Source: an optimization exercise on an open RTL-to-GDS flow (aim: small area and a short achievable clock period). Production flows keep margins and buffers that such runs may drop.
The RTL was checked by simulation tests, not by an equivalence proof against the original design.
No activity file was given, so power comes from the tool's default toggle rates.

**config.mk**
```make
export PLATFORM = sky130hd
export DESIGN_NAME = add1
export DESIGN_NICKNAME = add1
export VERILOG_FILES = /design/flow/design.v
export SDC_FILE = /design/flow/constraint.sdc
export NUM_CORES = 4
export LEC_CHECK = 0
export CAP_MARGIN = 20
export CORE_MARGIN = 2
export CORE_UTILIZATION = 60
export PLACE_DENSITY = 0.75
export SETUP_SLACK_MARGIN = 2.0
export SLEW_MARGIN = 20
```
**constraint.sdc**
```tcl
create_clock -name core_clock -period 8.5 [get_ports {clk}]
set_input_delay 1.7000 -clock core_clock [delete_from_list [all_inputs] [get_ports {clk}]]
set_output_delay 1.7000 -clock core_clock [all_outputs]
set_load 0.01 [all_outputs]
```
**design.v**
```verilog
module add1(
	input clk,
	input operation,
	input [15:0] x,y,
	output [15:0] z,
	input [2:0]counter
	);
wire xs = x[15], ys = y[15];
wire [4:0] xe = x[14:10], ye = y[14:10];
wire [10:0] X = {1'b1, x[9:0]};
wire [10:0] Y = {1'b1, y[9:0]};
reg z_sign;
reg [4:0] z_exp;
reg [9:0] z_m;
assign z = {z_sign, z_exp, z_m};
wire [9:0] xm = x[9:0], ym = y[9:0];
wire ppn0_0 = ~(xm[0] & ym[0]);
wire ppn0_1 = ~(xm[0] & ym[1]);
wire ppn0_2 = ~(xm[0] & ym[2]);
wire ppn0_3 = ~(xm[0] & ym[3]);
wire ppn0_4 = ~(xm[0] & ym[4]);
wire ppn0_5 = ~(xm[0] & ym[5]);
wire ppn0_6 = ~(xm[0] & ym[6]);
wire ppn0_7 = ~(xm[0] & ym[7]);
wire ppn0_8 = ~(xm[0] & ym[8]);
wire ppn0_9 = ~(xm[0] & ym[9]);
wire ppn1_0 = ~(xm[1] & ym[0]);
wire ppn1_1 = ~(xm[1] & ym[1]);
wire ppn1_2 = ~(xm[1] & ym[2]);
wire ppn1_3 = ~(xm[1] & ym[3]);
wire ppn1_4 = ~(xm[1] & ym[4]);
wire ppn1_5 = ~(xm[1] & ym[5]);
wire ppn1_6 = ~(xm[1] & ym[6]);
wire ppn1_7 = ~(xm[1] & ym[7]);
wire ppn1_8 = ~(xm[1] & ym[8]);
wire ppn1_9 = ~(xm[1] & ym[9]);
wire ppn2_0 = ~(xm[2] & ym[0]);
wire ppn2_1 = ~(xm[2] & ym[1]);
wire ppn2_2 = ~(xm[2] & ym[2]);
wire ppn2_3 = ~(xm[2] & ym[3]);
wire ppn2_4 = ~(xm[2] & ym[4]);
wire ppn2_5 = ~(xm[2] & ym[5]);
wire ppn2_6 = ~(xm[2] & ym[6]);
wire ppn2_7 = ~(xm[2] & ym[7]);
wire ppn2_8 = ~(xm[2] & ym[8]);
wire ppn2_9 = ~(xm[2] & ym[9]);
wire ppn3_0 = ~(xm[3] & ym[0]);
wire ppn3_1 = ~(xm[3] & ym[1]);
wire ppn3_2 = ~(xm[3] & ym[2]);
wire ppn3_3 = ~(xm[3] & ym[3]);
wire ppn3_4 = ~(xm[3] & ym[4]);
wire ppn3_5 = ~(xm[3] & ym[5]);
wire ppn3_6 = ~(xm[3] & ym[6]);
wire ppn3_7 = ~(xm[3] & ym[7]);
wire ppn3_8 = ~(xm[3] & ym[8]);
wire ppn3_9 = ~(xm[3] & ym[9]);
wire ppn4_0 = ~(xm[4] & ym[0]);
wire ppn4_1 = ~(xm[4] & ym[1]);
wire ppn4_2 = ~(xm[4] & ym[2]);
wire ppn4_3 = ~(xm[4] & ym[3]);
wire ppn4_4 = ~(xm[4] & ym[4]);
wire ppn4_5 = ~(xm[4] & ym[5]);
wire ppn4_6 = ~(xm[4] & ym[6]);
wire ppn4_7 = ~(xm[4] & ym[7]);
wire ppn4_8 = ~(xm[4] & ym[8]);
wire ppn4_9 = ~(xm[4] & ym[9]);
wire ppn5_0 = ~(xm[5] & ym[0]);
wire ppn5_1 = ~(xm[5] & ym[1]);
wire ppn5_2 = ~(xm[5] & ym[2]);
wire ppn5_3 = ~(xm[5] & ym[3]);
wire ppn5_4 = ~(xm[5] & ym[4]);
wire ppn5_5 = ~(xm[5] & ym[5]);
wire ppn5_6 = ~(xm[5] & ym[6]);
wire ppn5_7 = ~(xm[5] & ym[7]);
wire ppn5_8 = ~(xm[5] & ym[8]);
wire ppn5_9 = ~(xm[5] & ym[9]);
wire ppn6_0 = ~(xm[6] & ym[0]);
wire ppn6_1 = ~(xm[6] & ym[1]);
wire ppn6_2 = ~(xm[6] & ym[2]);
wire ppn6_3 = ~(xm[6] & ym[3]);
wire ppn6_4 = ~(xm[6] & ym[4]);
wire ppn6_5 = ~(xm[6] & ym[5]);
wire ppn6_6 = ~(xm[6] & ym[6]);
wire ppn6_7 = ~(xm[6] & ym[7]);
wire ppn6_8 = ~(xm[6] & ym[8]);
wire ppn6_9 = ~(xm[6] & ym[9]);
wire ppn7_0 = ~(xm[7] & ym[0]);
wire ppn7_1 = ~(xm[7] & ym[1]);
wire ppn7_2 = ~(xm[7] & ym[2]);
wire ppn7_3 = ~(xm[7] & ym[3]);
wire ppn7_4 = ~(xm[7] & ym[4]);
wire ppn7_5 = ~(xm[7] & ym[5]);
wire ppn7_6 = ~(xm[7] & ym[6]);
wire ppn7_7 = ~(xm[7] & ym[7]);
wire ppn7_8 = ~(xm[7] & ym[8]);
wire ppn7_9 = ~(xm[7] & ym[9]);
wire ppn8_0 = ~(xm[8] & ym[0]);
wire ppn8_1 = ~(xm[8] & ym[1]);
wire ppn8_2 = ~(xm[8] & ym[2]);
wire ppn8_3 = ~(xm[8] & ym[3]);
wire ppn8_4 = ~(xm[8] & ym[4]);
wire ppn8_5 = ~(xm[8] & ym[5]);
wire ppn8_6 = ~(xm[8] & ym[6]);
wire ppn8_7 = ~(xm[8] & ym[7]);
wire ppn8_8 = ~(xm[8] & ym[8]);
wire ppn8_9 = ~(xm[8] & ym[9]);
wire ppn9_0 = ~(xm[9] & ym[0]);
wire ppn9_1 = ~(xm[9] & ym[1]);
wire ppn9_2 = ~(xm[9] & ym[2]);
wire ppn9_3 = ~(xm[9] & ym[3]);
wire ppn9_4 = ~(xm[9] & ym[4]);
wire ppn9_5 = ~(xm[9] & ym[5]);
wire ppn9_6 = ~(xm[9] & ym[6]);
wire ppn9_7 = ~(xm[9] & ym[7]);
wire ppn9_8 = ~(xm[9] & ym[8]);
wire ppn9_9 = ~(xm[9] & ym[9]);
wire [9:0] xmn = ~xm, ymn = ~ym;
wire tn1 = ~(ppn0_9 ^ ppn1_8);
wire tn2 = ppn0_9 | ppn1_8;
wire tn3, tn4;
add1_fa u_tn3 (.A(ppn1_9), .B(ppn2_8), .CIN(ppn3_7), .COUT(tn4), .SUM(tn3));
wire tn5 = ~(ppn4_6 ^ ppn5_5);
wire tn6 = ppn4_6 | ppn5_5;
wire tn7, tn8;
add1_fa u_tn7 (.A(ppn2_9), .B(ppn3_8), .CIN(ppn4_7), .COUT(tn8), .SUM(tn7));
wire tn9 = ~(ppn5_6 ^ ppn6_5);
wire tn10 = ppn5_6 | ppn6_5;
wire tn11, tn12;
add1_fa u_tn11 (.A(ppn3_9), .B(ppn4_8), .CIN(ppn5_7), .COUT(tn12), .SUM(tn11));
wire tn13 = ~(ppn0_6 ^ ppn1_5);
wire tn14 = ppn0_6 | ppn1_5;
wire tn15, tn16;
add1_fa u_tn15 (.A(ppn0_7), .B(ppn1_6), .CIN(ppn2_5), .COUT(tn16), .SUM(tn15));
wire tn17 = ~(ppn3_4 ^ ppn4_3);
wire tn18 = ppn3_4 | ppn4_3;
wire tn19, tn20;
add1_fa u_tn19 (.A(ppn0_8), .B(ppn1_7), .CIN(ppn2_6), .COUT(tn20), .SUM(tn19));
wire tn21, tn22;
add1_fa u_tn21 (.A(ppn3_5), .B(ppn4_4), .CIN(ppn5_3), .COUT(tn22), .SUM(tn21));
wire tn23 = ~(ppn6_2 ^ ppn7_1);
wire tn24 = ppn6_2 | ppn7_1;
wire tn25, tn26;
add1_fa u_tn25 (.A(ppn2_7), .B(ppn3_6), .CIN(ppn4_5), .COUT(tn26), .SUM(tn25));
wire tn27, tn28;
add1_fa u_tn27 (.A(ppn5_4), .B(ppn6_3), .CIN(ppn7_2), .COUT(tn28), .SUM(tn27));
wire tn29, tn30;
add1_fa u_tn29 (.A(ppn8_1), .B(ppn9_0), .CIN(tn1), .COUT(tn30), .SUM(tn29));
wire tn31, tn32;
add1_fa u_tn31 (.A(ppn6_4), .B(ppn7_3), .CIN(ppn8_2), .COUT(tn32), .SUM(tn31));
wire tn33, tn34;
add1_fa u_tn33 (.A(ppn9_1), .B(xmn[0]), .CIN(ymn[0]), .COUT(tn34), .SUM(tn33));
wire tn35, tn36;
add1_fa u_tn35 (.A(tn2), .B(tn3), .CIN(tn5), .COUT(tn36), .SUM(tn35));
wire tn37, tn38;
add1_fa u_tn37 (.A(ppn7_4), .B(ppn8_3), .CIN(ppn9_2), .COUT(tn38), .SUM(tn37));
wire tn39, tn40;
add1_fa u_tn39 (.A(xmn[1]), .B(ymn[1]), .CIN(tn4), .COUT(tn40), .SUM(tn39));
wire tn41, tn42;
add1_fa u_tn41 (.A(tn6), .B(tn7), .CIN(tn9), .COUT(tn42), .SUM(tn41));
wire tn43, tn44;
add1_fa u_tn43 (.A(ppn6_6), .B(ppn7_5), .CIN(ppn8_4), .COUT(tn44), .SUM(tn43));
wire tn45, tn46;
add1_fa u_tn45 (.A(ppn9_3), .B(xmn[2]), .CIN(ymn[2]), .COUT(tn46), .SUM(tn45));
wire tn47, tn48;
add1_fa u_tn47 (.A(tn8), .B(tn10), .CIN(tn11), .COUT(tn48), .SUM(tn47));
wire tn49, tn50;
add1_fa u_tn49 (.A(ppn4_9), .B(ppn5_8), .CIN(ppn6_7), .COUT(tn50), .SUM(tn49));
wire tn51, tn52;
add1_fa u_tn51 (.A(ppn7_6), .B(ppn8_5), .CIN(ppn9_4), .COUT(tn52), .SUM(tn51));
wire tn53, tn54;
add1_fa u_tn53 (.A(xmn[3]), .B(ymn[3]), .CIN(tn12), .COUT(tn54), .SUM(tn53));
wire tn55, tn56;
add1_fa u_tn55 (.A(ppn5_9), .B(ppn6_8), .CIN(ppn7_7), .COUT(tn56), .SUM(tn55));
wire tn57, tn58;
add1_fa u_tn57 (.A(ppn8_6), .B(ppn9_5), .CIN(xmn[4]), .COUT(tn58), .SUM(tn57));
wire tn59, tn60;
add1_fa u_tn59 (.A(ppn6_9), .B(ppn7_8), .CIN(ppn8_7), .COUT(tn60), .SUM(tn59));
wire tn61 = ~(ppn0_4 ^ ppn1_3);
wire tn62 = ppn0_4 | ppn1_3;
wire tn63, tn64;
add1_fa u_tn63 (.A(ppn0_5), .B(ppn1_4), .CIN(ppn2_3), .COUT(tn64), .SUM(tn63));
wire tn65 = ~(ppn3_2 ^ ppn4_1);
wire tn66 = ppn3_2 | ppn4_1;
wire tn67, tn68;
add1_fa u_tn67 (.A(ppn2_4), .B(ppn3_3), .CIN(ppn4_2), .COUT(tn68), .SUM(tn67));
wire tn69, tn70;
add1_fa u_tn69 (.A(ppn5_1), .B(ppn6_0), .CIN(tn13), .COUT(tn70), .SUM(tn69));
wire tn71, tn72;
add1_fa u_tn71 (.A(ppn5_2), .B(ppn6_1), .CIN(ppn7_0), .COUT(tn72), .SUM(tn71));
wire tn73, tn74;
add1_fa u_tn73 (.A(tn14), .B(tn15), .CIN(tn17), .COUT(tn74), .SUM(tn73));
wire tn75, tn76;
add1_fa u_tn75 (.A(ppn8_0), .B(tn16), .CIN(tn18), .COUT(tn76), .SUM(tn75));
wire tn77, tn78;
add1_fa u_tn77 (.A(tn19), .B(tn21), .CIN(tn23), .COUT(tn78), .SUM(tn77));
wire tn79, tn80;
add1_fa u_tn79 (.A(tn20), .B(tn22), .CIN(tn24), .COUT(tn80), .SUM(tn79));
wire tn81, tn82;
add1_fa u_tn81 (.A(tn25), .B(tn27), .CIN(tn29), .COUT(tn82), .SUM(tn81));
wire tn83, tn84;
add1_fa u_tn83 (.A(tn26), .B(tn28), .CIN(tn30), .COUT(tn84), .SUM(tn83));
wire tn85, tn86;
add1_fa u_tn85 (.A(tn31), .B(tn33), .CIN(tn35), .COUT(tn86), .SUM(tn85));
wire tn87, tn88;
add1_fa u_tn87 (.A(tn32), .B(tn34), .CIN(tn36), .COUT(tn88), .SUM(tn87));
wire tn89, tn90;
add1_fa u_tn89 (.A(tn37), .B(tn39), .CIN(tn41), .COUT(tn90), .SUM(tn89));
wire tn91, tn92;
add1_fa u_tn91 (.A(tn38), .B(tn40), .CIN(tn42), .COUT(tn92), .SUM(tn91));
wire tn93, tn94;
add1_fa u_tn93 (.A(tn43), .B(tn45), .CIN(tn47), .COUT(tn94), .SUM(tn93));
wire tn95, tn96;
add1_fa u_tn95 (.A(tn44), .B(tn46), .CIN(tn48), .COUT(tn96), .SUM(tn95));
wire tn97, tn98;
add1_fa u_tn97 (.A(tn49), .B(tn51), .CIN(tn53), .COUT(tn98), .SUM(tn97));
wire tn99, tn100;
add1_fa u_tn99 (.A(ymn[4]), .B(tn50), .CIN(tn52), .COUT(tn100), .SUM(tn99));
wire tn101, tn102;
add1_fa u_tn101 (.A(tn54), .B(tn55), .CIN(tn57), .COUT(tn102), .SUM(tn101));
wire tn103, tn104;
add1_fa u_tn103 (.A(ppn9_6), .B(xmn[5]), .CIN(ymn[5]), .COUT(tn104), .SUM(tn103));
wire tn105, tn106;
add1_fa u_tn105 (.A(tn56), .B(tn58), .CIN(tn59), .COUT(tn106), .SUM(tn105));
wire tn107, tn108;
add1_fa u_tn107 (.A(ppn7_9), .B(ppn8_8), .CIN(ppn9_7), .COUT(tn108), .SUM(tn107));
wire tn109, tn110;
add1_fa u_tn109 (.A(xmn[6]), .B(ymn[6]), .CIN(tn60), .COUT(tn110), .SUM(tn109));
wire tn111, tn112;
add1_fa u_tn111 (.A(ppn8_9), .B(ppn9_8), .CIN(xmn[7]), .COUT(tn112), .SUM(tn111));
wire tn113 = ~(ppn0_3 ^ ppn1_2);
wire tn114 = ppn0_3 | ppn1_2;
wire tn115, tn116;
add1_fa u_tn115 (.A(ppn2_2), .B(ppn3_1), .CIN(ppn4_0), .COUT(tn116), .SUM(tn115));
wire tn117, tn118;
add1_fa u_tn117 (.A(ppn5_0), .B(tn62), .CIN(tn63), .COUT(tn118), .SUM(tn117));
wire tn119, tn120;
add1_fa u_tn119 (.A(tn64), .B(tn66), .CIN(tn67), .COUT(tn120), .SUM(tn119));
wire tn121, tn122;
add1_fa u_tn121 (.A(tn68), .B(tn70), .CIN(tn71), .COUT(tn122), .SUM(tn121));
wire tn123, tn124;
add1_fa u_tn123 (.A(tn72), .B(tn74), .CIN(tn75), .COUT(tn124), .SUM(tn123));
wire tn125, tn126;
add1_fa u_tn125 (.A(tn76), .B(tn78), .CIN(tn79), .COUT(tn126), .SUM(tn125));
wire tn127, tn128;
add1_fa u_tn127 (.A(tn80), .B(tn82), .CIN(tn83), .COUT(tn128), .SUM(tn127));
wire tn129, tn130;
add1_fa u_tn129 (.A(tn84), .B(tn86), .CIN(tn87), .COUT(tn130), .SUM(tn129));
wire tn131, tn132;
add1_fa u_tn131 (.A(tn88), .B(tn90), .CIN(tn91), .COUT(tn132), .SUM(tn131));
wire tn133, tn134;
add1_fa u_tn133 (.A(tn92), .B(tn94), .CIN(tn95), .COUT(tn134), .SUM(tn133));
wire tn135, tn136;
add1_fa u_tn135 (.A(tn96), .B(tn98), .CIN(tn99), .COUT(tn136), .SUM(tn135));
wire tn137, tn138;
add1_fa u_tn137 (.A(tn100), .B(tn102), .CIN(tn103), .COUT(tn138), .SUM(tn137));
wire tn139, tn140;
add1_fa u_tn139 (.A(tn104), .B(tn106), .CIN(tn107), .COUT(tn140), .SUM(tn139));
wire tn141, tn142;
add1_fa u_tn141 (.A(ymn[7]), .B(tn108), .CIN(tn110), .COUT(tn142), .SUM(tn141));
wire tn143, tn144;
add1_fa u_tn143 (.A(ppn9_9), .B(xmn[8]), .CIN(ymn[8]), .COUT(tn144), .SUM(tn143));
wire tn145 = ~(ppn0_2 ^ ppn1_1);
wire tn146 = ppn0_2 | ppn1_1;
wire tn147, tn148;
add1_fa u_tn147 (.A(ppn2_1), .B(ppn3_0), .CIN(tn113), .COUT(tn148), .SUM(tn147));
wire tn149, tn150;
add1_fa u_tn149 (.A(tn61), .B(tn114), .CIN(tn115), .COUT(tn150), .SUM(tn149));
wire tn151, tn152;
add1_fa u_tn151 (.A(tn65), .B(tn116), .CIN(tn117), .COUT(tn152), .SUM(tn151));
wire tn153, tn154;
add1_fa u_tn153 (.A(tn69), .B(tn118), .CIN(tn119), .COUT(tn154), .SUM(tn153));
wire tn155, tn156;
add1_fa u_tn155 (.A(tn73), .B(tn120), .CIN(tn121), .COUT(tn156), .SUM(tn155));
wire tn157, tn158;
add1_fa u_tn157 (.A(tn77), .B(tn122), .CIN(tn123), .COUT(tn158), .SUM(tn157));
wire tn159, tn160;
add1_fa u_tn159 (.A(tn81), .B(tn124), .CIN(tn125), .COUT(tn160), .SUM(tn159));
wire tn161, tn162;
add1_fa u_tn161 (.A(tn85), .B(tn126), .CIN(tn127), .COUT(tn162), .SUM(tn161));
wire tn163, tn164;
add1_fa u_tn163 (.A(tn89), .B(tn128), .CIN(tn129), .COUT(tn164), .SUM(tn163));
wire tn165, tn166;
add1_fa u_tn165 (.A(tn93), .B(tn130), .CIN(tn131), .COUT(tn166), .SUM(tn165));
wire tn167, tn168;
add1_fa u_tn167 (.A(tn97), .B(tn132), .CIN(tn133), .COUT(tn168), .SUM(tn167));
wire tn169, tn170;
add1_fa u_tn169 (.A(tn101), .B(tn134), .CIN(tn135), .COUT(tn170), .SUM(tn169));
wire tn171, tn172;
add1_fa u_tn171 (.A(tn105), .B(tn136), .CIN(tn137), .COUT(tn172), .SUM(tn171));
wire tn173, tn174;
add1_fa u_tn173 (.A(tn109), .B(tn138), .CIN(tn139), .COUT(tn174), .SUM(tn173));
wire tn175, tn176;
add1_fa u_tn175 (.A(tn111), .B(tn140), .CIN(tn141), .COUT(tn176), .SUM(tn175));
wire tn177, tn178;
add1_fa u_tn177 (.A(tn112), .B(tn142), .CIN(tn143), .COUT(tn178), .SUM(tn177));
wire tn179, tn180;
add1_fa u_tn179 (.A(xmn[9]), .B(ymn[9]), .CIN(tn144), .COUT(tn180), .SUM(tn179));
wire [21:0] mr0n = {1'b1, tn180, tn178, tn176, tn174, tn172, tn170, tn168, tn166, tn164, tn162, tn160, tn158, tn156, tn154, tn152, tn150, tn148, tn146, ppn2_0, ppn0_1, ppn0_0};
wire [21:0] mr1n = {1'b1, 1'b0, tn179, tn177, tn175, tn173, tn171, tn169, tn167, tn165, tn163, tn161, tn159, tn157, tn155, tn153, tn151, tn149, tn147, tn145, ppn1_0, 1'b1};
wire [4:0] m_e0 = xe + ye + 5'd17;
wire [4:0] m_e1 = xe + ye + 5'd18;
wire [9:0] m_man;
wire [4:0] m_exp;
add1_mcpa u_mcpa (.mr0n(mr0n), .mr1n(mr1n), .e0(m_e0), .e1(m_e1), .m_man(m_man), .m_exp(m_exp));
wire m_zero = (x == 16'h0000) | (y == 16'h0000);
wire [5:0] dxy = {1'b0, xe} - {1'b0, ye};
wire lt = dxy[5];                           
wire gt = ~dxy[5] & (dxy[4:0] != 5'd0);     
wire [4:0] dyxm1 = ~dxy[4:0];
wire [10:0] B = lt ? Y : X;
wire [10:0] Xsh = {1'b0, X[10:1]} >> dyxm1;
wire [10:0] Ysh = Y >> dxy[4:0];
wire [10:0] S = lt ? Xsh : Ysh;
wire [4:0] ea = lt ? ye : xe;
wire sa = gt ? xs : (lt ? ys : 1'b0);
wire negB = lt ? ys : xs;
wire diff = xs ^ ys;
wire invS = diff & negB;        
wire invB = diff & ~negB;       
wire cin = diff;
wire [11:0] Sx = {1'b0, S} ^ {12{invS}};
wire [11:0] Ba = {1'b0, B} ^ {12{invB}};
wire ac_g0 = Ba[0] & Sx[0];
wire ac_p0 = Ba[0] ^ Sx[0];
wire ac_g1 = Ba[1] & Sx[1];
wire ac_p1 = Ba[1] ^ Sx[1];
wire ac_g2 = Ba[2] & Sx[2];
wire ac_p2 = Ba[2] ^ Sx[2];
wire ac_g3 = Ba[3] & Sx[3];
wire ac_p3 = Ba[3] ^ Sx[3];
wire ac_g4 = Ba[4] & Sx[4];
wire ac_p4 = Ba[4] ^ Sx[4];
wire ac_g5 = Ba[5] & Sx[5];
wire ac_p5 = Ba[5] ^ Sx[5];
wire ac_g6 = Ba[6] & Sx[6];
wire ac_p6 = Ba[6] ^ Sx[6];
wire ac_g7 = Ba[7] & Sx[7];
wire ac_p7 = Ba[7] ^ Sx[7];
wire ac_g8 = Ba[8] & Sx[8];
wire ac_p8 = Ba[8] ^ Sx[8];
wire ac_g9 = Ba[9] & Sx[9];
wire ac_p9 = Ba[9] ^ Sx[9];
wire ac_g10 = Ba[10] & Sx[10];
wire ac_p10 = Ba[10] ^ Sx[10];
wire ac_g11 = Ba[11] & Sx[11];
wire ac_p11 = Ba[11] ^ Sx[11];
wire ac_G0c = ac_g0 | (ac_p0 & cin);
wire ac_G0_1 = ac_g1 | (ac_p1 & ac_G0c);
wire ac_P0_1 = ac_p1 & ac_p0;
wire ac_G0_3 = ac_g3 | (ac_p3 & ac_g2);
wire ac_P0_3 = ac_p3 & ac_p2;
wire ac_G0_5 = ac_g5 | (ac_p5 & ac_g4);
wire ac_P0_5 = ac_p5 & ac_p4;
wire ac_G0_7 = ac_g7 | (ac_p7 & ac_g6);
wire ac_P0_7 = ac_p7 & ac_p6;
wire ac_G0_9 = ac_g9 | (ac_p9 & ac_g8);
wire ac_P0_9 = ac_p9 & ac_p8;
wire ac_G0_11 = ac_g11 | (ac_p11 & ac_g10);
wire ac_P0_11 = ac_p11 & ac_p10;
wire ac_G1_2 = ac_g2 | (ac_p2 & ac_G0_1);
wire ac_P1_2 = ac_p2 & ac_P0_1;
wire ac_G1_3 = ac_G0_3 | (ac_P0_3 & ac_G0_1);
wire ac_P1_3 = ac_P0_3 & ac_P0_1;
wire ac_G1_6 = ac_g6 | (ac_p6 & ac_G0_5);
wire ac_P1_6 = ac_p6 & ac_P0_5;
wire ac_G1_7 = ac_G0_7 | (ac_P0_7 & ac_G0_5);
wire ac_P1_7 = ac_P0_7 & ac_P0_5;
wire ac_G1_10 = ac_g10 | (ac_p10 & ac_G0_9);
wire ac_P1_10 = ac_p10 & ac_P0_9;
wire ac_G1_11 = ac_G0_11 | (ac_P0_11 & ac_G0_9);
wire ac_P1_11 = ac_P0_11 & ac_P0_9;
wire ac_G2_4 = ac_g4 | (ac_p4 & ac_G1_3);
wire ac_P2_4 = ac_p4 & ac_P1_3;
wire ac_G2_5 = ac_G0_5 | (ac_P0_5 & ac_G1_3);
wire ac_P2_5 = ac_P0_5 & ac_P1_3;
wire ac_G2_6 = ac_G1_6 | (ac_P1_6 & ac_G1_3);
wire ac_P2_6 = ac_P1_6 & ac_P1_3;
wire ac_G2_7 = ac_G1_7 | (ac_P1_7 & ac_G1_3);
wire ac_P2_7 = ac_P1_7 & ac_P1_3;
wire ac_G3_8 = ac_g8 | (ac_p8 & ac_G2_7);
wire ac_P3_8 = ac_p8 & ac_P2_7;
wire ac_G3_9 = ac_G0_9 | (ac_P0_9 & ac_G2_7);
wire ac_P3_9 = ac_P0_9 & ac_P2_7;
wire ac_G3_10 = ac_G1_10 | (ac_P1_10 & ac_G2_7);
wire ac_P3_10 = ac_P1_10 & ac_P2_7;
wire ac_G3_11 = ac_G1_11 | (ac_P1_11 & ac_G2_7);
wire ac_P3_11 = ac_P1_11 & ac_P2_7;
wire [11:0] sum = {(ac_p11 ^ ac_G3_10), (ac_p10 ^ ac_G3_9), (ac_p9 ^ ac_G3_8), (ac_p8 ^ ac_G2_7), (ac_p7 ^ ac_G2_6), (ac_p6 ^ ac_G2_5), (ac_p5 ^ ac_G2_4), (ac_p4 ^ ac_G1_3), (ac_p3 ^ ac_G1_2), (ac_p2 ^ ac_G0_1), (ac_p1 ^ ac_G0c), (ac_p0 ^ cin)};
wire Szero = lt ? (dyxm1 > 5'd9) : (dxy[4:0] > 5'd10);
wire [11:0] H = {sum[11] & ~(invB & Szero), sum[10:0]};
reg [9:0] a_man;
reg [4:0] a_exp;
reg a_keep;
always @* begin
	a_keep = 1'b0;
	a_man = H[9:0];
	a_exp = ea;
	if (H[11]) begin
		a_man = H[10:1] + {9'd0, H[0]};
		a_exp = ea + 5'd1;
	end else if (H[10]) begin
		a_man = H[9:0];
	end else if (H[9]) begin
		a_man = {H[8:0], 1'b0};
		a_exp = ea - 5'd1;
	end else if (H[8]) begin
		a_man = H[9:0];
		a_exp = ea - 5'd2;
	end else begin
		a_keep = 1'b1;
	end
	if (H == 12'd0 && !sa) begin
		a_exp = 5'd0;
		a_man = 10'd0;
		a_keep = 1'b0;
	end
end
wire a_zero = (x == 16'h0000) & (y == 16'h0000);
always @(posedge clk) begin
	if (counter == 3'd0) begin
		if (operation) begin
			z_sign <= m_zero ? 1'b0 : xs ^ ys;
			z_exp <= m_zero ? 5'd0 : m_exp;
			z_m <= m_zero ? 10'd0 : m_man;
		end else begin
			z_sign <= a_zero ? 1'b0 : sa;
			z_exp <= a_zero ? 5'd0 : a_exp;
			if (a_zero) z_m <= 10'd0;
			else if (!a_keep) z_m <= a_man;
		end
	end
end
endmodule
module add1_mcpa(input [21:0] mr0n, input [21:0] mr1n, input [4:0] e0, input [4:0] e1,
                 output [9:0] m_man, output [4:0] m_exp);
wire [21:0] mr0 = {1'b0, ~mr0n[20], ~mr0n[19], ~mr0n[18], ~mr0n[17], ~mr0n[16], ~mr0n[15], ~mr0n[14], ~mr0n[13], ~mr0n[12], ~mr0n[11], ~mr0n[10], ~mr0n[9], ~mr0n[8], ~mr0n[7], ~mr0n[6], ~mr0n[5], ~mr0n[4], ~mr0n[3], ~mr0n[2], ~mr0n[1], ~mr0n[0]};
wire [21:0] mr1 = {1'b0, 1'b1, ~mr1n[19], ~mr1n[18], ~mr1n[17], ~mr1n[16], ~mr1n[15], ~mr1n[14], ~mr1n[13], ~mr1n[12], ~mr1n[11], ~mr1n[10], ~mr1n[9], ~mr1n[8], ~mr1n[7], ~mr1n[6], ~mr1n[5], ~mr1n[4], ~mr1n[3], ~mr1n[2], ~mr1n[1], 1'b0};
wire mc_g0 = mr0[0] & mr1[0];
wire mc_p0 = mr0[0] ^ mr1[0];
wire mc_g1 = mr0[1] & mr1[1];
wire mc_p1 = mr0[1] ^ mr1[1];
wire mc_g2 = mr0[2] & mr1[2];
wire mc_p2 = mr0[2] ^ mr1[2];
wire mc_g3 = mr0[3] & mr1[3];
wire mc_p3 = mr0[3] ^ mr1[3];
wire mc_g4 = mr0[4] & mr1[4];
wire mc_p4 = mr0[4] ^ mr1[4];
wire mc_g5 = mr0[5] & mr1[5];
wire mc_p5 = mr0[5] ^ mr1[5];
wire mc_g6 = mr0[6] & mr1[6];
wire mc_p6 = mr0[6] ^ mr1[6];
wire mc_g7 = mr0[7] & mr1[7];
wire mc_p7 = mr0[7] ^ mr1[7];
wire mc_g8 = mr0[8] & mr1[8];
wire mc_p8 = mr0[8] ^ mr1[8];
wire mc_g9 = mr0[9] & mr1[9];
wire mc_p9 = mr0[9] ^ mr1[9];
wire mc_g10 = mr0[10] & mr1[10];
wire mc_p10 = mr0[10] ^ mr1[10];
wire mc_g11 = mr0[11] & mr1[11];
wire mc_p11 = mr0[11] ^ mr1[11];
wire mc_g12 = mr0[12] & mr1[12];
wire mc_p12 = mr0[12] ^ mr1[12];
wire mc_g13 = mr0[13] & mr1[13];
wire mc_p13 = mr0[13] ^ mr1[13];
wire mc_g14 = mr0[14] & mr1[14];
wire mc_p14 = mr0[14] ^ mr1[14];
wire mc_g15 = mr0[15] & mr1[15];
wire mc_p15 = mr0[15] ^ mr1[15];
wire mc_g16 = mr0[16] & mr1[16];
wire mc_p16 = mr0[16] ^ mr1[16];
wire mc_g17 = mr0[17] & mr1[17];
wire mc_p17 = mr0[17] ^ mr1[17];
wire mc_g18 = mr0[18] & mr1[18];
wire mc_p18 = mr0[18] ^ mr1[18];
wire mc_g19 = mr0[19] & mr1[19];
wire mc_p19 = mr0[19] ^ mr1[19];
wire mc_g20 = mr0[20] & mr1[20];
wire mc_p20 = mr0[20] ^ mr1[20];
wire mc_g21 = mr0[21] & mr1[21];
wire mc_p21 = mr0[21] ^ mr1[21];
wire mc_G0_1 = mc_g1 | (mc_p1 & mc_g0);
wire mc_P0_1 = mc_p1 & mc_p0;
wire mc_G0_3 = mc_g3 | (mc_p3 & mc_g2);
wire mc_P0_3 = mc_p3 & mc_p2;
wire mc_G0_5 = mc_g5 | (mc_p5 & mc_g4);
wire mc_P0_5 = mc_p5 & mc_p4;
wire mc_G0_7 = mc_g7 | (mc_p7 & mc_g6);
wire mc_P0_7 = mc_p7 & mc_p6;
wire mc_G0_9 = mc_g9 | (mc_p9 & mc_g8);
wire mc_P0_9 = mc_p9 & mc_p8;
wire mc_G0_11 = mc_g11 | (mc_p11 & mc_g10);
wire mc_P0_11 = mc_p11 & mc_p10;
wire mc_G0_13 = mc_g13 | (mc_p13 & mc_g12);
wire mc_P0_13 = mc_p13 & mc_p12;
wire mc_G0_15 = mc_g15 | (mc_p15 & mc_g14);
wire mc_P0_15 = mc_p15 & mc_p14;
wire mc_G0_17 = mc_g17 | (mc_p17 & mc_g16);
wire mc_P0_17 = mc_p17 & mc_p16;
wire mc_G0_19 = mc_g19 | (mc_p19 & mc_g18);
wire mc_P0_19 = mc_p19 & mc_p18;
wire mc_G0_21 = mc_g21 | (mc_p21 & mc_g20);
wire mc_P0_21 = mc_p21 & mc_p20;
wire mc_G1_2 = mc_g2 | (mc_p2 & mc_G0_1);
wire mc_P1_2 = mc_p2 & mc_P0_1;
wire mc_G1_3 = mc_G0_3 | (mc_P0_3 & mc_G0_1);
wire mc_P1_3 = mc_P0_3 & mc_P0_1;
wire mc_G1_6 = mc_g6 | (mc_p6 & mc_G0_5);
wire mc_P1_6 = mc_p6 & mc_P0_5;
wire mc_G1_7 = mc_G0_7 | (mc_P0_7 & mc_G0_5);
wire mc_P1_7 = mc_P0_7 & mc_P0_5;
wire mc_G1_10 = mc_g10 | (mc_p10 & mc_G0_9);
wire mc_P1_10 = mc_p10 & mc_P0_9;
wire mc_G1_11 = mc_G0_11 | (mc_P0_11 & mc_G0_9);
wire mc_P1_11 = mc_P0_11 & mc_P0_9;
wire mc_G1_14 = mc_g14 | (mc_p14 & mc_G0_13);
wire mc_P1_14 = mc_p14 & mc_P0_13;
wire mc_G1_15 = mc_G0_15 | (mc_P0_15 & mc_G0_13);
wire mc_P1_15 = mc_P0_15 & mc_P0_13;
wire mc_G1_18 = mc_g18 | (mc_p18 & mc_G0_17);
wire mc_P1_18 = mc_p18 & mc_P0_17;
wire mc_G1_19 = mc_G0_19 | (mc_P0_19 & mc_G0_17);
wire mc_P1_19 = mc_P0_19 & mc_P0_17;
wire mc_G2_4 = mc_g4 | (mc_p4 & mc_G1_3);
wire mc_P2_4 = mc_p4 & mc_P1_3;
wire mc_G2_5 = mc_G0_5 | (mc_P0_5 & mc_G1_3);
wire mc_P2_5 = mc_P0_5 & mc_P1_3;
wire mc_G2_6 = mc_G1_6 | (mc_P1_6 & mc_G1_3);
wire mc_P2_6 = mc_P1_6 & mc_P1_3;
wire mc_G2_7 = mc_G1_7 | (mc_P1_7 & mc_G1_3);
wire mc_P2_7 = mc_P1_7 & mc_P1_3;
wire mc_G2_12 = mc_g12 | (mc_p12 & mc_G1_11);
wire mc_P2_12 = mc_p12 & mc_P1_11;
wire mc_G2_13 = mc_G0_13 | (mc_P0_13 & mc_G1_11);
wire mc_P2_13 = mc_P0_13 & mc_P1_11;
wire mc_G2_14 = mc_G1_14 | (mc_P1_14 & mc_G1_11);
wire mc_P2_14 = mc_P1_14 & mc_P1_11;
wire mc_G2_15 = mc_G1_15 | (mc_P1_15 & mc_G1_11);
wire mc_P2_15 = mc_P1_15 & mc_P1_11;
wire mc_G2_20 = mc_g20 | (mc_p20 & mc_G1_19);
wire mc_P2_20 = mc_p20 & mc_P1_19;
wire mc_G2_21 = mc_G0_21 | (mc_P0_21 & mc_G1_19);
wire mc_P2_21 = mc_P0_21 & mc_P1_19;
wire mc_G3_8 = mc_g8 | (mc_p8 & mc_G2_7);
wire mc_P3_8 = mc_p8 & mc_P2_7;
wire mc_G3_9 = mc_G0_9 | (mc_P0_9 & mc_G2_7);
wire mc_P3_9 = mc_P0_9 & mc_P2_7;
wire mc_G3_10 = mc_G1_10 | (mc_P1_10 & mc_G2_7);
wire mc_P3_10 = mc_P1_10 & mc_P2_7;
wire mc_G3_11 = mc_G1_11 | (mc_P1_11 & mc_G2_7);
wire mc_P3_11 = mc_P1_11 & mc_P2_7;
wire mc_G3_12 = mc_G2_12 | (mc_P2_12 & mc_G2_7);
wire mc_P3_12 = mc_P2_12 & mc_P2_7;
wire mc_G3_13 = mc_G2_13 | (mc_P2_13 & mc_G2_7);
wire mc_P3_13 = mc_P2_13 & mc_P2_7;
wire mc_G3_14 = mc_G2_14 | (mc_P2_14 & mc_G2_7);
wire mc_P3_14 = mc_P2_14 & mc_P2_7;
wire mc_G3_15 = mc_G2_15 | (mc_P2_15 & mc_G2_7);
wire mc_P3_15 = mc_P2_15 & mc_P2_7;
wire mc_G4_16 = mc_g16 | (mc_p16 & mc_G3_15);
wire mc_P4_16 = mc_p16 & mc_P3_15;
wire mc_G4_17 = mc_G0_17 | (mc_P0_17 & mc_G3_15);
wire mc_P4_17 = mc_P0_17 & mc_P3_15;
wire mc_G4_18 = mc_G1_18 | (mc_P1_18 & mc_G3_15);
wire mc_P4_18 = mc_P1_18 & mc_P3_15;
wire mc_G4_19 = mc_G1_19 | (mc_P1_19 & mc_G3_15);
wire mc_P4_19 = mc_P1_19 & mc_P3_15;
wire mc_G4_20 = mc_G2_20 | (mc_P2_20 & mc_G3_15);
wire mc_P4_20 = mc_P2_20 & mc_P3_15;
wire mc_G4_21 = mc_G2_21 | (mc_P2_21 & mc_G3_15);
wire mc_P4_21 = mc_P2_21 & mc_P3_15;
wire [21:0] P = {(mc_p21 ^ mc_G4_20), (mc_p20 ^ mc_G4_19), (mc_p19 ^ mc_G4_18), (mc_p18 ^ mc_G4_17), (mc_p17 ^ mc_G4_16), (mc_p16 ^ mc_G3_15), (mc_p15 ^ mc_G3_14), (mc_p14 ^ mc_G3_13), (mc_p13 ^ mc_G3_12), (mc_p12 ^ mc_G3_11), (mc_p11 ^ mc_G3_10), (mc_p10 ^ mc_G3_9), (mc_p9 ^ mc_G3_8), (mc_p8 ^ mc_G2_7), (mc_p7 ^ mc_G2_6), (mc_p6 ^ mc_G2_5), (mc_p5 ^ mc_G2_4), (mc_p4 ^ mc_G1_3), (mc_p3 ^ mc_G1_2), (mc_p2 ^ mc_G0_1), (mc_p1 ^ mc_g0), (mc_p0 ^ 1'b0)};
wire mh = P[21];
assign m_man = mh ? P[20:11] : P[19:10];
assign m_exp = mh ? e1 : e0;
endmodule
module add1_fa(input A, input B, input CIN, output COUT, output SUM);
assign SUM = A ^ B ^ CIN;
assign COUT = (A & B) | (A & CIN) | (B & CIN);
endmodule
```
**flow/run.sh**
```bash
#!/bin/bash
# Own layout flow: the standard ORFS flow (standard.sh) with these changes:
#  - synthesis is synth_recipe.tcl with ORFS synth.tcl patched by flow/patch_synth.py:
#    the RTL's full adder module add1_fa becomes the library full adder cell, no other
#    adder extraction, modules kept apart until after ABC (synth_recipe.tcl flattens them
#    at the end), and ABC maps add1_mcpa (the multiplier's final adder) with
#    flow/abc_fast.script and the rest with flow/abc.script;
#  - ports are buffered with sky130_fd_sc_hd__buf_1;
set -euo pipefail
W=$PWD
python3 flow/patch_synth.py "$FLOW_HOME/scripts/synth.tcl" "$W/flow_synth_mod.tcl" > patch.log 2>&1
sed "s#source \$::env(SCRIPTS_DIR)/synth.tcl#source $W/flow_synth_mod.tcl#" synth_recipe.tcl > flow_synth.tcl
grep -q "flow_synth_mod.tcl" flow_synth.tcl
export MY_ABC_SCRIPT=$W/flow/abc.script
export MY_ABC_SCRIPT_FAST=$W/flow/abc_fast.script
export MY_FAST_MODULES=add1_mcpa
bash standard.sh SYNTH_SCRIPT=$W/flow_synth.tcl synth > flow_synth.log 2>&1
bash standard.sh SYNTH_SCRIPT=$W/flow_synth.tcl "BUFFER_PORTS_ARGS=-buffer_cell sky130_fd_sc_hd__buf_1" SKIP_INCREMENTAL_REPAIR=1 finish > flow_layout.log 2>&1
test -f out/final.def
```
**flow/abc.script**
```
strash
dch
map -D 3000
buffer -c
topo
stime -c
upsize -c
dnsize -c
```
**flow/abc_fast.script**
```
strash
dch
map -D 1500
buffer -c
topo
stime -c
upsize -c
dnsize -c
```
**flow/patch_synth.py**
```python
import sys
s = open(sys.argv[1]).read()
def rep(old, new):
    global s
    assert s.count(old) == 1, old
    s = s.replace(old, new)
# the design's full adder module (add1_fa) becomes the library's full adder cell
rep("hierarchy -check -top $::env(DESIGN_NAME)\n",
    "hierarchy -check -top $::env(DESIGN_NAME)\n"
    "chtype -map add1_fa sky130_fd_sc_hd__fa_1\n"
    "hierarchy -check -top $::env(DESIGN_NAME)\n")
# keep the design's modules apart until after ABC (synth_recipe.tcl flattens at the end)
rep("  synth -flatten -run :fine {*}$synth_full_args\n", "  synth -run :fine {*}$synth_full_args\n")
# no other adder extraction
rep("  extract_fa {*}[dont_use_extract_fa_args]\n", "")
# final ABC mapping: the fast modules with one script, the rest with another
rep("  log_cmd abc {*}$abc_args\n",
    "  foreach m $::env(MY_FAST_MODULES) {\n"
    "    log_cmd abc {*}[lreplace $abc_args 1 1 $::env(MY_ABC_SCRIPT_FAST)] $m\n"
    "  }\n"
    "  log_cmd abc {*}[lreplace $abc_args 1 1 $::env(MY_ABC_SCRIPT)] $::env(DESIGN_NAME)\n")
open(sys.argv[2], 'w').write(s)
```
**standard.sh**
```bash
#!/bin/bash
# synth_recipe.tcl (not shown) runs the flow's synth.tcl, then flattens the netlist and writes it again
# the make line also repeats each setting of config.mk as NAME=value (left out here)
make -C /OpenROAD-flow-scripts/flow DESIGN_CONFIG=/design/flow/config.mk WORK_HOME=/design/flow/orfs CLKGATE_MAP_FILE= SYNTH_SCRIPT=/design/flow/synth_recipe.tcl "${@:-finish}"
```
==> summary.txt, run 1 <==
- The part of the power in combinational logic is between 80% and 90%.
- Synthesis produced around 950 cells.
- The clock network fraction of total power is between 3 and 4%.
- The signed area change from the synthesized netlist to the final layout is 3.14%.
- The internal power component is about 0.73 mW.
- The count of vias placed by the detailed router is about 6500.
- The most critical setup path has its startpoint at x[6].
- Dividing the detail-routed wire length by the instance count gives 16.9 µm.
- The placed instance count is between 1000 and 1500.
- The relative slew slack is roughly two fifths.
- TritonCTS built the clock tree.
- The count of cells in the finished layout, fillers not included, comes to roughly 1100.
- For the finished layout, the period the worst path requires is approximately 6500 ps.
- The type of the worst setup path is input pin to flip-flop.
- The initial utilization of the core area, before any placement, comes to between 60% and 70%.
- In this run the cell area measured after placement is 0.00667 mm².
- The proportion of total power due to net switching is between 50% and 60%.
- The number of optimization iterations in the first detailed-route pass is 5.
- The placer's final routability congestion estimate is about 0.95.
- The average vias per placed instance is between 5 and 6.
- After synthesis the cells add up to ~0.0065 mm².
- Setup violations remaining at the end of the flow were counted as 0.
- The largest fanout of any net on the critical path is 17.
- The routed design has 18700 µm of wire.
- In this run the post-CTS setup repair buffer count came out at 0.
- After floorplanning, the core was sized to cover approximately 0.011 mm².
- The detailed placement HPWL is between 15000 and 20000 µm.
- Entering global routing, the biggest net connects 35 pins.
- The category of the worst setup path capture point is a flip-flop.
- In the layout the commonest cells are sky130_fd_sc_hd__nand2_1, sky130_fd_sc_hd__inv_1, sky130_fd_sc_hd__fa_1.
- The worst hold path cell count is 2.
- The analysis attributes to cell leakage a power of between 2 and 3 nW.
- Data on the critical path is required at its endpoint by about 8500 ps.
- The number of top-level pins is 53.
- The clock root buffer is sky130_fd_sc_hd__clkbuf_8.
- The post-cts repair resize count is 13.
- Timing would allow up to between 150 and 200 MHz.
- The total power divided by cell area is roughly 260 mW/mm².
- VDD sags by at most roughly 0.00037 V.
- In this run the number of H-tree levels came out at 1.
- The average size of a mapped cell is 6.86 µm².
- The number of nets with antenna violations after detailed routing is 0.
- The number of antenna violations at the first check in global routing is 0.
- Measured along the y axis, the die boundary spans 108 µm.
- In this run the power spent charging and discharging nets is 1.04 mW.
- The number of max-cap violations is 0.
- Of the total power, registers draw 7.0%.
- Counting every net in the synthesized netlist gives 1069.
- The number of hold buffers added after CTS is 0.
- The number of hold violations in the final report is 0.
- The antenna diode instance count is 0.
- The worst min-delay path class is input pin to flip-flop.
- The combined global-route utilization of all metal layers is between 30% and 40%.
- The share of final-layout standard cells stronger than drive strength 1 is under 10%.
- The floorplan has 38 rows.
- The number of DRC markers in iteration 0 is 605.
- In the final design database the tool counted around 1100 nets.
- The category of the worst setup path launch point is an input pin.
- The part of the cycle the worst path needs is about three quarters.
- The clock passes through at most 2 buffers.
- The final design instance area without fill is roughly 0.0067 mm².
- The total clock buffers created by CTS is 3.
- The first global-routing pass estimated 30400 µm of wire.
- For this run the aggregate overflow at the end of global routing stands at 0.
- In this run the worst setup path terminates at z_exp[0]$_DFFE_PP_.
- The total negative slack is 0 ps.
- Leaving out fill and tap cells, the most frequent cell in the layout is sky130_fd_sc_hd__nand2_1.
- The die is between 100 and 150 µm wide.
- The count of buffers added on input and output ports is 52.
- The count of final max-slew check failures is 0.
- The number of global-route vias before repair is 6195.
- The run finished with no timing, DRC or antenna violations.
- The arrival time reported for the critical path endpoint is between 6000 and 7000 ps.
- Counting every sink on the clock net gives 16.
- The number of warnings printed during yosys synthesis is 1.
- Clock-pin slew was measured on the worst setup and hold paths at about 60 ps.
- The area of the die is between 0.01 and 0.015 mm².
- At the pin with the least slew margin, the transition time is a little over 900 ps.
- The utilization of the core after routing is 62.7%.
- In the routed design, unresolved DRC markers number 0.
per-stage QoR:
stage	hold WS [ps]	power [mW]	worst slack, ps
3_3_place_gp	2090	1.68	1520
5_1_grt	1880	1.97	1530
3_5_place_dp	2090	1.69	1450
2_1_floorplan	1910	1.40	2290
4_1_cts	1830	1.75	2070
6_report	1830	1.77	2000
state kept, by name, indices dropped and copies added (netlist names):
signal  count
z_sign      1
z_exp       5
z_m        10
worst min path at each step:
stage / startpoint / to / slack (ps)
after floorplan: operation / z_m[5]$_DFFE_PP_ / 1910
after global placement: counter[2] / z_sign$_DFFE_PP_ / 2090
after detailed placement: operation / z_m[5]$_DFFE_PP_ / 2090
after CTS: operation / z_m[5]$_DFFE_PP_ / 1830
after global routing: operation / z_m[5]$_DFFE_PP_ / 1880
final: operation / z_m[5]$_DFFE_PP_ / 1830
worst max-delay path, cell delays in order:
cell and delay, ps:
sky130_fd_sc_hd__buf_1 450, sky130_fd_sc_hd__inv_1 300, sky130_fd_sc_hd__o22ai_1 270, sky130_fd_sc_hd__nand2_1 100, sky130_fd_sc_hd__fa_1 460, sky130_fd_sc_hd__fa_1 400, sky130_fd_sc_hd__fa_1 530, sky130_fd_sc_hd__fa_1 420
sky130_fd_sc_hd__and2_1 160, sky130_fd_sc_hd__nor2_1 150, sky130_fd_sc_hd__nand2_1 90, sky130_fd_sc_hd__nor2_1 190, sky130_fd_sc_hd__nand2_1 80, sky130_fd_sc_hd__o22ai_1 170, sky130_fd_sc_hd__a21oi_2 50, sky130_fd_sc_hd__nand2_2 140
sky130_fd_sc_hd__a21oi_2 90, sky130_fd_sc_hd__nand2_4 180, sky130_fd_sc_hd__inv_4 100, sky130_fd_sc_hd__nand2_1 70, sky130_fd_sc_hd__nand2_1 120, sky130_fd_sc_hd__a32o_1 240
routing by layer:
metal,routed length [µm],vias to the layer above,global-route usage [%]
li1,-,3154,-
met1,7940,3060,44.1
met2,8970,265,58.1
met3,1170,43,3.07
met4,607,0,9.89
met5,0,-,0
power by group through the flow:
stage / Sequential (mW) / Clock, mW / Combinational [mW]
6_report: 0.124 / 0.0543 / 1.59
4_1_cts: 0.124 / 0.0544 / 1.58
3_5_place_dp: 0.126 / 0 / 1.57
3_3_place_gp: 0.126 / 0 / 1.56
2_1_floorplan: 0.133 / 0 / 1.26
5_1_grt: 0.125 / 0.0574 / 1.79
cell type report:
type                            instances  area, µm²
Clock buffer                            3       41.3
Fill cell                            1053       4010
Inverter                               94        355
Multi-Input combinational cell        798       5470
Sequential cell                        16        480
Tap cell                              140        175
Timing Repair Buffer                   53        215
==> run 2: changes to the inputs <==
==> flow/abc.script (replaced) <==
strash
dch
map -D 4000
buffer -c
topo
stime -c
upsize -c
dnsize -c
==> summary.txt, run 2 <==
- The reported leakage power is ~2.8 nW.
- The floorplan has 37 rows.
- Leaving out fill and tap cells, the most frequent cell in the layout is sky130_fd_sc_hd__nand2_1.
- The wire length of the first global-routing pass is 31800 µm.
- Once the clock tree was built, the resizer swapped 36 gates to a different size.
- Once layout is done, the placed cells without fillers occupy 0.00668 mm².
- The tool flagged a number of max-cap violations equal to 0.
- Synthesis produced about 900 cells.
- The post-synth net total is between 1000 and 1500.
- Summed over all nets, the switching power comes to about 1.1 mW.
- The total negative slack is 0 ps.
- The proportion of total power due to net switching is ~60%.
- The total power is 1.83 mW.
- The synthesized netlist occupies a cell area of between 0.006 and 0.007 mm².
- The number of flip-flops in the largest register is 10.
- The placer's final routability congestion estimate is ~1.
- The worst path uses slightly below 80% of the clock period.
- Setup violations remaining at the end of the flow were counted as 0.
- The worst hold path cell count is 2.
- The flow ran to the end and the layout has no timing, DRC or antenna violations.
- The worst min-delay path class is input pin to flip-flop.
- The number of antenna diodes in the final layout is 0.
- The H-tree depth is 1.
- The tightest hold path in the finished design has a slack of ~1900 ps.
- The average vias per placed instance is approximately 6.
- In this run the tool buffered the top-level ports with 52 buffer cells.
- In this run the worst path has a maximum fanout of 17.
- The HPWL after detailed placement is ~15000 µm.
- The number of optimization iterations in the first detailed-route pass is 8.
- met2 is the most crowded layer.
- The combined global-route utilization of all metal layers is 35.3%.
- The total congestion overflow is 0.
- After detailed routing, the total wire length is between 15000 and 20000 µm.
- The worst setup path is of the input pin to flip-flop kind.
- STA classifies the critical path startpoint as an input pin.
- The chip height is between 100 and 150 µm.
- The global-route met2 utilization is between 60 and 70%.
- The clock net in this run drives a total of 16 sinks.
- The minimum clock period is 6590 ps.
- The final route contains 6440 vias.
- The number of filler instances in the final layout is between 900 and 1000.
- The number of nets with antenna violations after detailed routing is 0.
- The upper clock frequency limit is between 150 and 200 MHz.
- The share of total power in sequential cells is 6.8%.
- The clock network fraction of total power is ~3.1%.
- In this run, the number of DRC markers left after iteration 0 of detailed routing was between 500 and 600.
- The clock slew at the register clock pins of the worst setup and hold paths is 60 ps.
- The net count of the finished layout is around 1100.
- The number of hold violations in the final report is 0.
- The total power divided by cell area is 274 mW/mm².
- The maximum vdd drop is about 0.00046 V.
- Entering global routing, the biggest net connects 33 pins.
- The number of antenna violations at the first check in global routing is 0.
- The signed area change from the synthesized netlist to the final layout is 6.37%.
- In the layout the commonest cells are sky130_fd_sc_hd__nand2_1, sky130_fd_sc_hd__inv_1, sky130_fd_sc_hd__fa_1.
- Summing all placed instances gives a cell area of ~0.0064 mm².
- For this run, the number of Yosys warnings is 1.
- The share of final-layout standard cells stronger than drive strength 1 is about 11%.
- The per-cell routed wire length is 18.0 µm.
- The register ranked first by flip-flop count is z_m.
- The clock tree from TritonCTS is yes.
- In the final layout, the registers with the most flip-flops are z_m (10), z_exp (5), z_sign (1).
- After clock tree synthesis, the setup repair step added 6 buffers.
- The number of cells in the finished layout apart from fillers is between 1000 and 1500.
- The remaining routing DRC violations is 0.
- Data on the critical path arrives at its endpoint at between 6000 and 7000 ps.
- The register area is between 400 and 500 µm².
- The total clock buffers created by CTS is 3.
- The count of final max-slew check failures is 0.
- The number of top-level pins is 53.
- Cell internal power was estimated by the tool at 0.750 mW.
- The clock root buffer is sky130_fd_sc_hd__clkbuf_8.
- The part of the power in combinational logic is 90.1%.
- The clock passes through at most 2 buffers.
- The number of global-route vias before repair was about 6500.
- At the worst endpoint, the required time is between 8000 and 9000 ps.
- The number of hold buffers added after CTS is 0.
- The measured slew at the worst slew-check pin is ~960 ps.
- The routing usage on met3 is 2.70%.
- The starting density of the core is between 60% and 70%.
- The total area of multi-input combinational cells is about 0.0053 mm².
- The category of the worst setup path capture point is a flip-flop.
- The area of the die is approximately 0.011 mm².
- In this run the tightest slew margin relative to its limit is between 30 and 40%.
- After synthesis, the mean cell area works out to 6.89 µm².
- The core region is roughly 0.01 mm².
- Global routing consumed, on the met1 layer, roughly 45% of the routing resources.
- The horizontal extent of the die is about 110 µm.
- The number of placed instances, taps included, is 1058.
## run 2: through the flow
step                setup WS, ps  util, %
floorplan                   2290        -
global placement            1220     63.0
detailed placement           947     63.0
CTS                         2000     65.3
global route                1390     65.3
finish                      1910     65.3
## run 2: final timing paths
path | startpoint | endpoint
worst min-delay path | counter[2] | z_exp[0]$_DFFE_PP_
worst max-delay path | x[9] | z_m[2]$_DFFE_PP_
## run 2: worst max-delay path, stage by stage
cell and delay [ps]:
sky130_fd_sc_hd__buf_1 640, sky130_fd_sc_hd__nand2_1 180, sky130_fd_sc_hd__fa_1 530, sky130_fd_sc_hd__fa_1 550, sky130_fd_sc_hd__fa_1 460, sky130_fd_sc_hd__fa_1 520
sky130_fd_sc_hd__inv_1 60, sky130_fd_sc_hd__nor2_1 140, sky130_fd_sc_hd__inv_1 60, sky130_fd_sc_hd__nand2_1 160, sky130_fd_sc_hd__nor2_1 80, sky130_fd_sc_hd__a21oi_2 160
sky130_fd_sc_hd__o22ai_1 100, sky130_fd_sc_hd__a21oi_2 120, sky130_fd_sc_hd__nand2_2 110, sky130_fd_sc_hd__a21oi_2 200, sky130_fd_sc_hd__nand2_4 170, sky130_fd_sc_hd__inv_4 190
sky130_fd_sc_hd__nand2_1 70, sky130_fd_sc_hd__o21ai_0 120, sky130_fd_sc_hd__inv_1 70, sky130_fd_sc_hd__o22ai_1 250
## run 2: area by class of cell
cell class	instances	area share [%]
clock inverter	1	0.0562
inverter	109	6.27
timing repair buffer	59	4.04
sequential	16	7.19
tap	136	2.55
multi-input combinational	745	79.3
clock buffer	3	0.618
## run 2: power by group through the flow
stage | sequential [mW] | clock (mW) | combinational (mW)
4_1_cts | 0.125 | 0.0555 | 1.63
3_3_place_gp | 0.126 | 0 | 1.55
2_1_floorplan | 0.133 | 0 | 1.25
5_1_grt | 0.126 | 0.0606 | 1.85
3_5_place_dp | 0.126 | 0 | 1.59
6_report | 0.125 | 0.0561 | 1.65
## run 2: layer usage
metal / up-vias / part of all wire [%]
met5: - / 0
met4: 0 / 4.2
met3: 63 / 7.2
met2: 359 / 48
met1: 3016 / 40
li1: 3002 / -
==> run 3: changes to the inputs <==
==> flow/abc.script (replaced) <==
strash
dch
map -D 3500
buffer -c
topo
stime -c
upsize -c
dnsize -c
==> summary.txt, run 3 <==
- The flow ran to the end and the layout has no timing, DRC or antenna violations.
- The number of global-route vias before repair is ~6200.
- Data on the critical path arrives at its endpoint at around 6600 ps.
- CTS built an H-tree with a depth of 1.
- Of the cells placed in the final design, the portion with a size suffix greater than 1 is 9.80%.
- The netlist area before placement is around 0.0064 mm².
- After the last flow step, the layout net total stands at a little over 1000.
- The routed design has approximately 19000 µm of wire.
- In the final routed layout, each cell accounts on average for around 18 µm.
- The number of top-level pins is 53.
- The largest registers in the layout are z_m (10), z_exp (5), z_sign (1).
- The number of flip-flops in the largest register is 10.
- The register area is just under 500 µm².
- The worst hold path endpoint is z_sign$_DFFE_PP_.
- The first detailed-routing pass ran for 5 iterations.
- After the flow finishes, the layout carries non-filler instances totaling around 1100.
- Row generation in the floorplan step produced 37 rows.
- The worst setup path is of the input pin to flip-flop kind.
- The placer's final routability congestion estimate is 0.979.
- The number of max-cap violations is 0.
- Along the worst path, the maximum fanout reaches 17.
- Along the worst hold path, the cell count comes to 2.
- In this run the deepest clock path goes through 2 buffers.
- Global routing used roughly a third of the available tracks across all layers.
- The number of DRC markers in iteration 0 is between 500 and 600.
- In this run, CTS created clock tree buffers numbering 3.
- Counting every instance in the synthesized netlist gives roughly 900.
- Once detail routing completed, the nets flagged for antenna violations numbered 0.
- Across all setup checks in the final design, the least slack found is 1900 ps.
- The detailed placement HPWL is between 15000 and 20000 µm.
- The category of the worst setup path launch point is an input pin.
- The wire length of the first global-routing pass is about 30000 µm.
- Setup violations remaining at the end of the flow were counted as 0.
- The clock slew at the register clock pins of the worst setup and hold paths is 60 ps.
- The number of nets in the synthesized netlist is a little over 1000.
- Adding up every negative setup slack in the final design gives 0 ps.
- The maximum vdd drop is around 0.00039 V.
- The horizontal extent of the die is about 110 µm.
- The starting density of the core is 61.6%.
- z_m holds more flip-flops than any other register.
- 0 antenna diodes ended up in the layout.
- The tree is rooted in a sky130_fd_sc_hd__clkbuf_8.
- Counting tap cells, the placed design contains a total of ~1100 instances.
- The die covers approximately 0.011 mm².
- The routed layout has roughly 6400 vias.
- The average vias per placed instance is slightly above 6.
- The critical path launch point is x[6].
- Prior to clock tree synthesis, the placed netlist has a worst setup slack of 1280 ps.
- The total area of multi-input combinational cells is around 0.0053 mm².
- In this run the vertical extent of the chip is about 110 µm.
- The number of antenna violations at the first check in global routing is 0.
- The number of hold violations in the final report came to 0.
- The reported leakage power is about 2.7 nW.
- Entering global routing, the biggest net connects 34 pins.
- The CTS sink count is 16.
- The clock tree from TritonCTS is yes.
- After filler insertion, the fill cell instance count of the layout stands at roughly 1000.
- The number of warnings printed during yosys synthesis is 1.
- The startpoint of the tightest hold check path is counter[0].
- The measured slew at the worst slew-check pin is roughly 950 ps.
- The core region is 0.0103 mm².
- The smallest clock period supported by the final layout is computed as between 6000 and 7000 ps.
- After detailed routing, the number of remaining DRC violations is 0.
- The count of final max-slew check failures is 0.
- The average size of a mapped cell is a little over 7 µm².
- In this run the power density over the cells is about 270 mW/mm².
- Derived from the worst setup path, the maximum achievable clock frequency is roughly 150 MHz.
- In the layout the commonest cells are sky130_fd_sc_hd__nand2_1, sky130_fd_sc_hd__fa_1, sky130_fd_sc_hd__inv_1.
- The count of buffers inserted at the top-level ports is 52.
- Relative to the synthesized area, the layout overhead comes to 3.74%.
- The number of hold buffers added after CTS is 0.
- STA puts the critical path data required time at around 8500 ps.
- The total congestion overflow is 0.
- The leading cell type in the layout, fill and taps excluded is sky130_fd_sc_hd__nand2_1.
- In this run the tightest slew margin relative to its limit is between 30% and 40%.
- The worst setup path is captured at a flip-flop.
- Post-CTS repair changed the size of 14 cells.
- The number of setup buffers added after CTS is 0.
- Dividing the final minimum period by the clock period gives 77.7%.
- In this run the worst hold path is classified as input pin to flip-flop.
run 3: area by class of cell:
class	instances	area share, %
clock buffer	3	0.626
sequential	16	7.29
inverter	89	5.10
multi-input combinational	756	81.0
timing repair buffer	54	3.36
tap	136	2.58
run 3: routing by layer:
layer / up-vias / GRT usage (%) / routed length (µm)
met1: 3032 / 48.5 / 7980
met4: 0 / 11.1 / 710
li1: 2985 / - / -
met5: - / 0 / 0
met2: 338 / 55.1 / 8620
met3: 51 / 5.41 / 1820
run 3: report_power, final:
group          total [mW]  internal (mW)  switching (mW)
registers           0.125          0.122         0.00300
logic                1.62          0.587            1.03
clock network      0.0535         0.0313          0.0222
run 3: metrics by stage:
stage	hold WS [ps]	utilization [%]	power, mW	area [µm²]
after detailed placement	2110	63.2	1.72	6520
final	1870	63.9	1.80	6600
after CTS	1870	63.9	1.78	6600
after floorplan	1910	-	1.39	6360
after global routing	1880	63.9	1.98	6600
after global placement	2100	63.2	1.67	6520
run 3: how the worst max path moves through the flow:
stage / end / slack (ps) / cells past startpoint
6_report: z_m[7]$_DFFE_PP_ / 1900 / 21
5_1_grt: z_exp[1]$_DFFE_PP_ / 1350 / 29
4_1_cts: z_m[7]$_DFFE_PP_ / 2000 / 21
3_5_place_dp: z_m[8]$_DFFE_PP_ / 1280 / 30
3_3_place_gp: z_m[5]$_DFFE_PP_ / 1520 / 30
2_1_floorplan: z_m[8]$_DFFE_PP_ / 2290 / 22
run 3: critical path: stages:
cell and delay (ps):
sky130_fd_sc_hd__buf_1 500, sky130_fd_sc_hd__inv_1 330, sky130_fd_sc_hd__o22ai_1 230, sky130_fd_sc_hd__nand2_1 100, sky130_fd_sc_hd__fa_1 470, sky130_fd_sc_hd__fa_1 410, sky130_fd_sc_hd__fa_1 460, sky130_fd_sc_hd__fa_1 580
sky130_fd_sc_hd__xor2_1 270, sky130_fd_sc_hd__nand2_1 120, sky130_fd_sc_hd__nor2_1 210, sky130_fd_sc_hd__nand2_1 90, sky130_fd_sc_hd__o22ai_1 160, sky130_fd_sc_hd__a21oi_2 60, sky130_fd_sc_hd__nand2_2 140, sky130_fd_sc_hd__a21oi_2 100
sky130_fd_sc_hd__nand2_4 180, sky130_fd_sc_hd__inv_4 100, sky130_fd_sc_hd__nand2_1 80, sky130_fd_sc_hd__nand2_1 80, sky130_fd_sc_hd__a32o_1 220

-- afterwards: timing with drivers on the ports --
How much do the figures lean on ideal ports? The routed layouts below were timed once more, with nothing changed but the port constraints. Step 1 assumes that a clkbuf_16 drives the clock port and a buf_2 every other input. Step 2, shift: input delay + t, output delay - t, t = (earliest + latest rising clock arrival at the registers) / 2. This alone moves slack from input paths to output paths. a / b / c = no drivers / after step 1 / after step 2; a / b = the first two.
run	shift t [ns]	setup WS [ns]	worst setup path at the end	pins driven straight from the clock port
run 1	0.265	2.002 / 2.000 / 1.735	input to register	1
run 2	0.263	1.913 / 1.906 / 1.643	input to register	1
run 3	0.266	1.898 / 1.898 / 1.632	input to register	1
After both steps setup and hold are still met in every run listed. The setup slack of run 2, which loses most, moves by -0.007 ns with the drivers and by -0.270 ns with both steps.
